Source: an optimization exercise on an open RTL-to-GDS flow (aim: small area and a short achievable clock period). Production flows keep margins and buffers that such runs may drop. Function was checked by simulation only, so behaviour that the tests miss may differ from the original.

## flow/design.v (module list and top-level ports; edited modules follow where they fit)
// module FFTSmall: 28573 lines
module FFTSmall(
  input          clock,
  input          reset,
  input          io_in_valid,
  input  [15:0]  io_in_bits_0_real,
  input  [15:0]  io_in_bits_0_imag,
  input  [15:0]  io_in_bits_1_real,
  input  [15:0]  io_in_bits_1_imag,
  input  [15:0]  io_in_bits_2_real,
  input  [15:0]  io_in_bits_2_imag,
  input  [15:0]  io_in_bits_3_real,
  input  [15:0]  io_in_bits_3_imag,
  input  [15:0]  io_in_bits_4_real,
  input  [15:0]  io_in_bits_4_imag,
  input  [15:0]  io_in_bits_5_real,
  input  [15:0]  io_in_bits_5_imag,
  input  [15:0]  io_in_bits_6_real,
  input  [15:0]  io_in_bits_6_imag,
  input  [15:0]  io_in_bits_7_real,
  input  [15:0]  io_in_bits_7_imag,
  input          io_in_sync,
  output         io_out_valid,
  output [15:0]  io_out_bits_0_real,
  output [15:0]  io_out_bits_0_imag,
  output [15:0]  io_out_bits_1_real,
  output [15:0]  io_out_bits_1_imag,
  output [15:0]  io_out_bits_2_real,
  output [15:0]  io_out_bits_2_imag,
  output [15:0]  io_out_bits_3_real,
  output [15:0]  io_out_bits_3_imag,
  output [15:0]  io_out_bits_4_real,
  output [15:0]  io_out_bits_4_imag,
  output [15:0]  io_out_bits_5_real,
  output [15:0]  io_out_bits_5_imag,
  output [15:0]  io_out_bits_6_real,
  output [15:0]  io_out_bits_6_imag,
  output [15:0]  io_out_bits_7_real,
  output [15:0]  io_out_bits_7_imag,
  output         io_out_sync,
  output         io_data_set_end_status,
  input          io_data_set_end_clear
);
  // ...
==> flow/run.sh <==
#!/bin/bash
# synth_recipe.tcl (not shown) runs the flow's synth.tcl, then flattens the netlist and writes it again
# the make line also repeats each setting of config.mk as NAME=value (left out here)
make -C /OpenROAD-flow-scripts/flow DESIGN_CONFIG=/design/flow/config.mk WORK_HOME=/design/flow/orfs CLKGATE_MAP_FILE= SYNTH_SCRIPT=/design/flow/synth_recipe.tcl finish
==> flow/config.mk <==
export PLATFORM = sky130hd
export DESIGN_NAME = FFTSmall
export DESIGN_NICKNAME = FFTSmall
export VERILOG_FILES = /design/flow/design.v
export SDC_FILE = /design/flow/constraint.sdc
export NUM_CORES = 4
export LEC_CHECK = 0
export ABC_AREA = 1
export CAP_MARGIN = 20
export CORE_MARGIN = 10
export CORE_UTILIZATION = 45
export SLEW_MARGIN = 20
==> flow/constraint.sdc <==
create_clock -name core_clock -period 80.0 [get_ports {clock}]
set_input_delay 16.0000 -clock core_clock [delete_from_list [all_inputs] [get_ports {clock}]]
set_output_delay 16.0000 -clock core_clock [all_outputs]
set_load 0.01 [all_outputs]
==> flow_summary.json, run 1 <==
{
  "status": "finished clean",
  "max_slew.worst_pin.slew_ps": 1370,
  "rows": 255,
  "drive_above_1_share_pct": 2.66,
  "die_h_um": 715,
  "clk_pin_slew_ps": 70,
  "synth_cell_types": 70,
  "synth_fa_ha_area_share_pct": 59.5,
  "arrival_ps": 28640,
  "holdCritStartpoint": "b_v2",
  "synth_compound_area_share_pct": 7.69,
  "finalCritPeriodShare_pct": 34.9,
  "start_util_pct": 45.1,
  "min_path_cells": 0,
  "setup-tns-final_ps": 0,
  "io_pins": 520,
  "seq_area_um2": 13400,
  "yosys_warnings": 1,
  "nFillCells": 46300,
  "final_common_cell": "inv_1",
  "reg2reg_depth": 99,
  "cts_hold_buffers": 0,
  "synth_top_family_by_area": "adder cells",
  "met2WireLength_mm": 333,
  "ant_nets": 0,
  "synth_most_common_cell": "inv_1",
  "rsz0062_at_grt": "false",
  "use_met3_pct": 8.91,
  "multi_input_area_um2": 176000,
  "yosysSeqAreaShare_pct": 6.15,
  "synth_area_leaders": "fa_1 (41%), ha_1 (19%), inv_1 (12%)",
  "hold_viol": 0,
  "fin_cells": 31200,
  "fmax_ghz": 0.0359,
  "inv_count": 7191,
  "pre_cts_ws_ps": 52130,
  "synth.largest_area_cell": "fa_1",
  "post-route-min-period_ps": 27890
}
==> run 2: changes to the inputs <==
==> flow/flow/run.sh (new file) <==
#!/bin/bash
# Layout flow: the standard layout (standard.sh, all ORFS steps) with two knobs changed:
#  - the port buffers are sky130_fd_sc_hd__buf_4 (BUFFER_PORTS_ARGS) rather than the
#    resizer's default pick (a slow clkdlybuf4s50_1);
#  - repair_timing aims for a setup slack margin of 56 ns (SETUP_SLACK_MARGIN), so that it
#    sizes the longest paths instead of stopping at the 80 ns clock's large slack.
# The clock period, the SDC and all other settings are the standard flow's.  make's full output goes to
# standard_flow.log in this folder; ORFS's per-step logs are under orfs/logs.
set -euo pipefail
bash standard.sh SETUP_SLACK_MARGIN=56 "BUFFER_PORTS_ARGS=-buffer_cell sky130_fd_sc_hd__buf_4" finish > standard_flow.log 2>&1
==> flow/standard.sh (new file) <==
#!/bin/bash
# synth_recipe.tcl (not shown) runs the flow's synth.tcl, then flattens the netlist and writes it again
# the make line also repeats each setting of config.mk as NAME=value (left out here)
make -C /OpenROAD-flow-scripts/flow DESIGN_CONFIG=/design/flow/config.mk WORK_HOME=/design/flow/orfs CLKGATE_MAP_FILE= SYNTH_SCRIPT=/design/flow/synth_recipe.tcl "${@:-finish}"
removed: flow/run.sh
==> run 2 against run 1 <==
Effect of this change:
- still clean
- synthesized area unchanged
- via count up 3.1%
- clock skew down 33 ps
- flip-flop and latch count unchanged
- final cell count up 2.1%
- first-iteration DRC count up 12%
- design area up 6.3%
- sequential share of layout area down 0.27 points
- utilization up 3.0 points
- critical endpoint is now io_out_bits_7_imag[14]
- largest cell class unchanged
- highest routed layer unchanged
==> flow_summary.json, run 2 <==
{
  "route.vias.total": 168000,
  "antenna_found_initial": 62,
  "yosysSeqAreaShare_pct": 6.15,
  "crit_path_frequent_cell": "nand2_2",
  "synth_edf_count": 0,
  "yosys_warnings": 1,
  "cts_buffer_depth": 4,
  "dp_hpwl_mm": 760,
  "grtUsageMet2_pct": 44.9,
  "synth_most_common_cell": "inv_1",
  "critPathLaunchType": "flip-flop",
  "finalCritPeriodShare_pct": 32.1,
  "syn_avg_cell_area_um2": 8.94,
  "arrival_ps": 9660,
  "drive_above_1_share_pct": 14.2,
  "clock-root-buffer": "clkbuf_16",
  "use_met3_pct": 8.42,
  "busiest_layer": "met1",
  "clk_pin_slew_ps": 70,
  "hold_viol": 0,
  "final_common_cell": "inv_1",
  "vias_per_cell": 5.27,
  "synth_cell_types": 70,
  "synth_ff_type": "dfxtp_1",
  "crit_path_end_kind": "output port",
  "rows": 255,
  "drt-initial-drc-count": 17900,
  "cts_sinks": 669,
  "fin_ws_ps": 54340,
  "nFillCells": 44800,
  "worst_hold_path_type": "reg2reg",
  "die_x_um": 715,
  "ant_nets": 0,
  "reg2reg_depth": 92,
  "finalSetupViolations": 0,
  "cap_violations": 0,
  "rr_startpoint": "r1_1_real[1]",
  "synth_seq_cells": 669,
  "worstPathRequired_ps": 64000,
  "fp.coreArea_um2": 482000,
  "synth.largest_area_cell": "fa_1",
  "rsz0062_at_grt": "true",
  "worst_r2r_endpoint": "q_4_imag[10]",
  "critical_path_class": "reg2out",
  "worst_hold_path.endpoint": "d_vd",
  "post-route-min-period_ps": 25660,
  "insertion_delay_ps": 920,
  "path_max_fanout": 3,
  "grt_overflow": 0,
  "grt_util_met1_pct": 47.4,
  "crit_buf_inv": 7,
  "reg2reg_slack_ps": 56210,
  "io_buffers": 519,
  "start_util_pct": 45.1,
  "netlist_area_um2": 218000,
  "async_flop_share_pct": 0,
  "slew_headroom_pct": 9.59,
  "yosys-top-cells-count": "inv_1 (7183), fa_1 (4448), ha_1 (3239), nand2_1 (2728), o21ai_0 (1013)",
  "finalClockSkew_ps": 128,
  "slowest_stage": "fa_2",
  "pre_cts_ws_ps": 52560,
  "grt_max_degree": 153,
  "die_h_um": 715,
  "grt_pass1_wl_mm": 1190,
  "dieArea_um2": 512000,
  "setup-tns-final_ps": 0,
  "wire_per_inst_um": 26.8,
  "first_pass_iters": 9,
  "max_stage_delay_ps": 620,
  "status": "finished clean",
  "maxSlewViolCount": 0,
  "synth_fp_nets": 32300,
  "io_pins": 520,
  "drc": 0,
  "synth_top_area_share_pct": 40.9,
  "max_slew.worst_pin.slew_ps": 1350,
  "nets": 33300,
  "cts_hold_buffers": 0,
  "critical-path-top-delay-family": "adder cells",
  "finalWirelength_mm": 853,
  "area_growth_pct": 14.3,
  "routabilityCongestion": 1.06,
  "holdCritStartpoint": "b_v2",
  "cts_buffers": 94,
  "synth_area_leaders": "fa_1 (41%), ha_1 (19%), inv_1 (12%)",
  "htreeDepth": 3,
  "grt_pass1_vias": 168000,
  "min_path_cells": 0,
  "synthCells": 24400,
  "fmax_ghz": 0.0390,
  "track_usage_pct": 32.5,
  "final_cell_mix": "inv_1 (6903), fa_1 (4033), ha_1 (3010)",
  "cts_tree": "done"
}
[run 2: changes by cell type in the layout (fill, tap and decap cells not counted), moves of 123 or more]
cell,delta
ha_1,-229
ha_4,+192
o21ai_0,-165
buf_4,+1045
fa_2,+415
fa_1,-415
inv_2,+198
inv_1,-277
buf_6,+123
clkdlybuf4s50_1,-518
[run 2: what timing repair did]
item / CTS / global route
hold endpoints to repair: 0 / 0
setup endpoints to repair: 394 / 332
buffers inserted: 330 / 340
gates resized for setup: 1378 / 1058
cloned: 3 / 4
pin swaps: 366 / 606
[run 2: routing by layer]
layer	wire length, µm	share of wire (%)
met1	372000	44
met2	336000	39
met3	95200	11
met4	49000	5.7
met5	375	0.044
[run 2: worst register-to-register path, delay by kind of cell (launching register included)]
family / cells / cell delay [ps]
simple gates: 14 / 1180
compound gates: 13 / 2250
buf+inv: 22 / 1800
fa+ha+maj: 43 / 17830
flops: 1 / 360
[run 2: worst max-delay path by stage]
stage	from	cells after the start	endpoint
after global placement	r1_3_imag[1]	93	q_5_real[15]
after CTS	q_7_imag[0]	45	io_out_bits_7_imag[14]
after floorplan	q_7_real[10]	33	io_out_bits_6_imag[14]
final	q_7_real[10]	41	io_out_bits_7_imag[14]
after detailed placement	r1_1_real[1]	98	q_7_imag[17]
after global routing	q_7_real[10]	41	io_out_bits_7_imag[14]
[run 2: logic make-up (layout without fill, tap and decap cells)]
| family | Yosys count | in the layout | synth area share (%) |
|---|---|---|---|
| xor gates and xnor gates | 1196 | 1196 | 4.87 |
| muxes | 39 | 39 | 0.179 |
| other | 0 | 16 | 0 |
| buffers and inverters | 7646 | 8729 | 13.2 |
| AOI/OAI and AO/OA | 2799 | 2799 | 7.69 |
| and+or+nand+nor | 4315 | 4317 | 8.31 |
| DFF | 669 | 669 | 6.15 |
| adders and majority gates | 7687 | 7687 | 59.5 |
[run 2: layout make-up]
type	count	area, µm²	area share [%]
Antenna cell	16	40.0	0.0161
Clock buffer	116	2600	1.04
Clock inverter	47	467	0.188
Inverter	7191	27300	11.0
Multi-Input combinational cell	16000	185000	74.6
Sequential cell	669	13600	5.45
Tap cell	6425	8040	3.23
Timing Repair Buffer	1375	11200	4.50
[run 2: stage by stage]
stage | instance area, µm² | hold slack [ps] | cells | util [%]
floorplan | 218000 | 393 | 24400 | -
finish | 249000 | 374 | 31900 | 51.6
global placement | 230000 | 360 | 31000 | 47.6
global route | 249000 | 384 | 31900 | 51.6
detailed placement | 230000 | 364 | 31000 | 47.6
CTS | 241000 | 376 | 31500 | 50.1

## afterwards: timing with drivers on the ports
No port has a modelled driver above. Below, the same layouts with a new extraction and two added sets of constraints. Step 1: set_driving_cell puts a clkbuf_16 on clock and a buf_2 on each other input, an assumption about the parent block. Step 2 also shifts input and output timing later by t, the mid clock arrival at the registers, as if the neighbouring blocks saw the same clock. Three values: ideal ports, drivers, drivers and shift; two values: the first two.
run | shift t [ns] | setup slack, ns | worst slew at a driven data input, ns | cell pins on the clock port's net
run 1 | 0.990 | 52.113 / 52.082 / 52.113 | 0.11 | 1
run 2 | 0.957 | 54.343 / 54.244 / 54.935 | 0.21 | 1
After both steps setup and hold are still met in every run listed.
